Context: an optimization exercise on an open-source flow, tuned for small area, a short achievable clock period and few clock cycles. The choices shown serve that exercise and are no tape-out recipe.
In this exercise RTL edits were held to simulation tests only and were not proved equivalent to the original.

Setup of willow:
Design bas, start of the top module:
module bas(clock,reset,load, seed_x,seed_y,iterations,x,y,x_extreme,y_extreme,out_value,done );
    input clock,reset,load;
    input [8:0] seed_x,seed_y;
    input [8:0] iterations;
    input [15:0] x,y;
    output signed [15:0] x_extreme,y_extreme;
    output signed [39:0] out_value;
    output reg done;
    reg [15:0] x_curr, y_curr;           
    reg signed [13:0] step_x, step_y;    
    reg signed [13:0] step_nx, step_ny;  
    reg [17:0] dl1, dl2, dr1, dr2;       
    reg ql1, ql2, qr1, qr2;              
    reg [32:0] value_curr;               
    reg [8:0] dir_x, dir_y;              
    reg [12:0] sense;                    
    reg [8:0] remain;
    reg run;
    reg first;                           
    reg [15:0] x_best, y_best;
    reg [32:0] value_best;
    reg value_init;                      
    wire [32:0] al, bl, ar, br;
    beetle_left_antenna ol(dl1, dl2, ql1, ql2, al, bl);
    beetle_left_antenna or_(dr1, dr2, qr1, qr2, ar, br);
    wire go_right;
    beetle_compare cmp(al, bl, ar, br, go_right);
    wire [32:0] odour_l = al + bl;
    wire [32:0] odour_r = ar + br;
    wire [15:0] x_l = x_curr + {{2{step_x[13]}}, step_x};
    wire [15:0] y_l = y_curr + {{2{step_y[13]}}, step_y};
    wire [15:0] x_r = x_curr - {{2{step_x[13]}}, step_x};
    wire [15:0] y_r = y_curr - {{2{step_y[13]}}, step_y};
    wire [17:0] ell1, ell2, elr1, elr2, erl1, erl2, err1, err2;
    wire qll1, qll2, qlr1, qlr2, qrl1, qrl2, qrr1, qrr2;
    wire signed [13:0] first_x = {{5{dir_x[8]}}, dir_x} + {{2{dir_x[8]}}, dir_x, 3'b000} + {dir_x[8], dir_x, 4'b0000};
    wire signed [13:0] first_y = {{5{dir_y[8]}}, dir_y} + {{2{dir_y[8]}}, dir_y, 3'b000} + {dir_y[8], dir_y, 4'b0000};
    wire signed [13:0] next_x = first ? first_x : step_nx;
    wire signed [13:0] next_y = first ? first_y : step_ny;
  ...
Size in the first run: roughly 7800 cells after synthesis, about 300 flip-flops, ~140 I/O pins, about 0.056 mm² of cells after synthesis.
==> module bas, before the edit <==
module bas(clock,reset,load, seed_x,seed_y,iterations,x,y,x_extreme,y_extreme,out_value,done );
    input clock,reset,load;
    input [8:0] seed_x,seed_y;
    input [8:0] iterations;
    input [15:0] x,y;
    output signed [15:0] x_extreme,y_extreme;
    output signed [39:0] out_value;
    output reg done;
    reg [15:0] x_curr, y_curr;           
    reg signed [13:0] step_x, step_y;    
    reg signed [13:0] step_nx, step_ny;  
    reg [17:0] dl1, dl2, dr1, dr2;       
    reg ql1, ql2, qr1, qr2;              
    reg [32:0] value_curr;               
    reg [8:0] dir_x, dir_y;              
    reg [12:0] sense;                    
    reg [8:0] remain;
    reg run;
    reg first;                           
    reg [15:0] x_best, y_best;
    reg [32:0] value_best;
    reg value_init;                      
    wire [32:0] al, bl, ar, br;
    beetle_left_antenna ol(dl1, dl2, ql1, ql2, al, bl);
    beetle_left_antenna or_(dr1, dr2, qr1, qr2, ar, br);
    wire go_right;
    beetle_compare cmp(al, bl, ar, br, go_right);
    wire [32:0] odour_l = al + bl;
    wire [32:0] odour_r = ar + br;
    wire [15:0] x_l = x_curr + {{2{step_x[13]}}, step_x};
    wire [15:0] y_l = y_curr + {{2{step_y[13]}}, step_y};
    wire [15:0] x_r = x_curr - {{2{step_x[13]}}, step_x};
    wire [15:0] y_r = y_curr - {{2{step_y[13]}}, step_y};
    wire [17:0] ell1, ell2, elr1, elr2, erl1, erl2, err1, err2;
    wire qll1, qll2, qlr1, qlr2, qrl1, qrl2, qrr1, qrr2;
    wire signed [13:0] first_x = {{5{dir_x[8]}}, dir_x} + {{2{dir_x[8]}}, dir_x, 3'b000} + {dir_x[8], dir_x, 4'b0000};
    wire signed [13:0] first_y = {{5{dir_y[8]}}, dir_y} + {{2{dir_y[8]}}, dir_y, 3'b000} + {dir_y[8], dir_y, 4'b0000};
    wire signed [13:0] next_x = first ? first_x : step_nx;
    wire signed [13:0] next_y = first ? first_y : step_ny;
    beetle_position #(0) pll(x_l, y_l, next_x, next_y, ell1, ell2, qll1, qll2);
    beetle_position #(1) plr(x_l, y_l, next_x, next_y, elr1, elr2, qlr1, qlr2);
    beetle_position #(0) prl(x_r, y_r, next_x, next_y, erl1, erl2, qrl1, qrl2);
    beetle_position #(1) prr(x_r, y_r, next_x, next_y, err1, err2, qrr1, qrr2);
    wire signed [13:0] mul_x, mul_y;
    wire [14:0] sense3 = {2'b00, sense} + {1'b0, sense, 1'b0};
    wire [8:0] dir_x_n, dir_y_n;
    lfsr lx(dir_x, dir_x_n);
    lfsr ly(dir_y, dir_y_n);
    beetle_right_antenna mulx(dir_x_n, sense, sense3, mul_x);
    beetle_right_antenna muly(dir_y_n, sense, sense3, mul_y);
    assign x_extreme = x_best;
    assign y_extreme = y_best;
    assign out_value = {4'b0, {3{value_init}}, value_best};
    always @(posedge clock) begin
        if (reset) begin
            x_curr <= x;
            y_curr <= y;
            dl1 <= 18'd0;
            dl2 <= 18'd0;
            dr1 <= 18'd0;
            dr2 <= 18'd0;
            ql1 <= 1'b0;
            ql2 <= 1'b0;
            qr1 <= 1'b0;
            qr2 <= 1'b0;
            step_x <= 14'd0;
            step_y <= 14'd0;
            step_nx <= 14'd0;
            step_ny <= 14'd0;
            dir_x <= 9'd0;
            dir_y <= 9'd0;
        end else begin
            if (go_right) begin
                x_curr <= x_r;
                y_curr <= y_r;
                dl1 <= erl1;
                dl2 <= erl2;
                dr1 <= err1;
                dr2 <= err2;
                ql1 <= qrl1;
                ql2 <= qrl2;
                qr1 <= qrr1;
                qr2 <= qrr2;
            end else begin
                x_curr <= x_l;
                y_curr <= y_l;
                dl1 <= ell1;
                dl2 <= ell2;
                dr1 <= elr1;
                dr2 <= elr2;
                ql1 <= qll1;
                ql2 <= qll2;
                qr1 <= qlr1;
                qr2 <= qlr2;
            end
            step_x <= next_x;
            step_y <= next_y;
            step_nx <= mul_x;
            step_ny <= mul_y;
            if (load) begin
                dir_x <= seed_x;
                dir_y <= seed_y;
            end else begin
                dir_x <= dir_x_n;
                dir_y <= dir_y_n;
            end
        end
        value_curr <= go_right ? odour_r : odour_l;
        if (reset)
            sense <= 13'd6400;
        else
            sense <= sense - {8'd0, sense[12:8]} - {12'd0, sense[7:0] != 8'd0};
        if (reset) begin
            run <= 1'b0;
            done <= 1'b0;
            first <= 1'b0;
            x_best <= 16'd0;
            y_best <= 16'd0;
            value_best <= {33{1'b1}};
            value_init <= 1'b1;
        end else if (load) begin
            remain <= iterations;
            first <= 1'b1;
            run <= iterations != 9'd0;
            done <= iterations == 9'd0;
        end else if (run) begin
            remain <= remain - 9'd1;
            first <= 1'b0;
            if (remain == 9'd0) begin
                run <= 1'b0;
                done <= 1'b1;
            end
            if (!first && value_curr < value_best) begin
                x_best <= x_curr;
                y_best <= y_curr;
                value_best <= value_curr;
                value_init <= 1'b0;
            end
        end
    end
endmodule
Settings: LEC_CHECK=0, ABC_AREA=1, CAP_MARGIN=20, CORE_MARGIN=2, CORE_UTILIZATION=45, SLEW_MARGIN=20; clock period 27.0 ns.
standard.sh (not shown) runs the stock make flow with config.mk's settings and CLKGATE_MAP_FILE= SYNTH_SCRIPT=/design/flow/synth_recipe.tcl, a recipe that flattens the netlist after the stock synthesis.
==> flow/flow/run.sh <==
#!/bin/bash
# The standard layout: floorplan with the default timing repair, then the rest
# with timing repair aiming for 20 ns of setup slack at the design's clock
# period (over-fixing, as SETUP_SLACK_MARGIN does) on the worst 10% of
# endpoints, and buf_2 cells as the port buffers.
set -euo pipefail
bash standard.sh "BUFFER_PORTS_ARGS=-buffer_cell sky130_fd_sc_hd__buf_2" floorplan > orfs_make_floorplan.log 2>&1
bash standard.sh SETUP_SLACK_MARGIN=20 TNS_END_PERCENT=10 "BUFFER_PORTS_ARGS=-buffer_cell sky130_fd_sc_hd__buf_2" finish > orfs_make.log 2>&1
Testbench counts of willow, summed over its fixed seeds: cycles 49,176.
diff inputs: willow => violet
--- a/flow/design.v
+++ b/flow/design.v
@@ -707,5 +707,5 @@
     reg [8:0] dir_x, dir_y;              
     reg [12:0] sense;                    
-    reg [8:0] remain;
+    reg [9:0] remain;
     reg run;
     reg first;                           
@@ -726,12 +726,8 @@
     wire [17:0] ell1, ell2, elr1, elr2, erl1, erl2, err1, err2;
     wire qll1, qll2, qlr1, qlr2, qrl1, qrl2, qrr1, qrr2;
-    wire signed [13:0] first_x = {{5{dir_x[8]}}, dir_x} + {{2{dir_x[8]}}, dir_x, 3'b000} + {dir_x[8], dir_x, 4'b0000};
-    wire signed [13:0] first_y = {{5{dir_y[8]}}, dir_y} + {{2{dir_y[8]}}, dir_y, 3'b000} + {dir_y[8], dir_y, 4'b0000};
-    wire signed [13:0] next_x = first ? first_x : step_nx;
-    wire signed [13:0] next_y = first ? first_y : step_ny;
-    beetle_position #(0) pll(x_l, y_l, next_x, next_y, ell1, ell2, qll1, qll2);
-    beetle_position #(1) plr(x_l, y_l, next_x, next_y, elr1, elr2, qlr1, qlr2);
-    beetle_position #(0) prl(x_r, y_r, next_x, next_y, erl1, erl2, qrl1, qrl2);
-    beetle_position #(1) prr(x_r, y_r, next_x, next_y, err1, err2, qrr1, qrr2);
+    beetle_position #(0) pll(x_l, y_l, step_nx, step_ny, ell1, ell2, qll1, qll2);
+    beetle_position #(1) plr(x_l, y_l, step_nx, step_ny, elr1, elr2, qlr1, qlr2);
+    beetle_position #(0) prl(x_r, y_r, step_nx, step_ny, erl1, erl2, qrl1, qrl2);
+    beetle_position #(1) prr(x_r, y_r, step_nx, step_ny, err1, err2, qrr1, qrr2);
     wire signed [13:0] mul_x, mul_y;
     wire [14:0] sense3 = {2'b00, sense} + {1'b0, sense, 1'b0};
@@ -739,6 +735,6 @@
     lfsr lx(dir_x, dir_x_n);
     lfsr ly(dir_y, dir_y_n);
-    beetle_right_antenna mulx(dir_x_n, sense, sense3, mul_x);
-    beetle_right_antenna muly(dir_y_n, sense, sense3, mul_y);
+    beetle_right_antenna mulx(dir_x, sense, sense3, mul_x);
+    beetle_right_antenna muly(dir_y, sense, sense3, mul_y);
     assign x_extreme = x_best;
     assign y_extreme = y_best;
@@ -786,6 +782,6 @@
                 qr2 <= qlr2;
             end
-            step_x <= next_x;
-            step_y <= next_y;
+            step_x <= step_nx;
+            step_y <= step_ny;
             step_nx <= mul_x;
             step_ny <= mul_y;
@@ -799,5 +795,5 @@
         end
         value_curr <= go_right ? odour_r : odour_l;
-        if (reset)
+        if (reset | load)
             sense <= 13'd6400;
         else
@@ -812,12 +808,12 @@
             value_init <= 1'b1;
         end else if (load) begin
-            remain <= iterations;
+            remain <= {1'b0, iterations} + 10'd1;
             first <= 1'b1;
             run <= iterations != 9'd0;
             done <= iterations == 9'd0;
         end else if (run) begin
-            remain <= remain - 9'd1;
+            remain <= remain - 10'd1;
             first <= 1'b0;
-            if (remain == 9'd0) begin
+            if (remain == 10'd0) begin
                 run <= 1'b0;
                 done <= 1'b1;
### Flow results
[compare] base=willow new=violet: data-path buffer share of cell area in the final layout shrank by 0.76 points; wire length of the first global-routing pass went up about 0.33%; die outline width -0.55%; fraction of met1 tracks used by global routing shows an increase of 0.21 points; design area went down by about 1.7%. Looking at worst hold slack across willow and violet, the one that comes out higher is willow.
Testbench counts of violet, summed over its fixed seeds: cycles 49,368.

[re-timing with driven ports]
The flow's constraints put no driver on any port. The routed layouts listed below were extracted and timed again, unchanged, in two steps.
Step 1 sets driving cells, clkbuf_16 on the clock port and buf_2 on the other inputs (assumed; they add their load-dependent delay and slew).
Step 2 times the ports against the registers' clock, not the clock port: input delays grow and output delays shrink by t, the midpoint of the rising clock arrivals with the driver on.
Slacks: ideal ports / drivers / drivers and shift; pairs: ideal ports / drivers.
run	t, ns	slack for setup (ns)	worst hold slack (ns)	worst setup path after step 2	worst data-port slew with drivers (ns)
willow	0.711	20.047 / 20.055 / 19.374	0.480 / 0.480 / 0.480	input to register	0.06
violet	0.717	19.975 / 19.893 / 19.426	0.474 / 0.474 / 0.474	input to register	0.06
After both steps every run listed still meets setup and hold. For willow, which loses most, drivers alone change the setup slack by +0.008 ns; drivers and shift together by -0.673 ns.
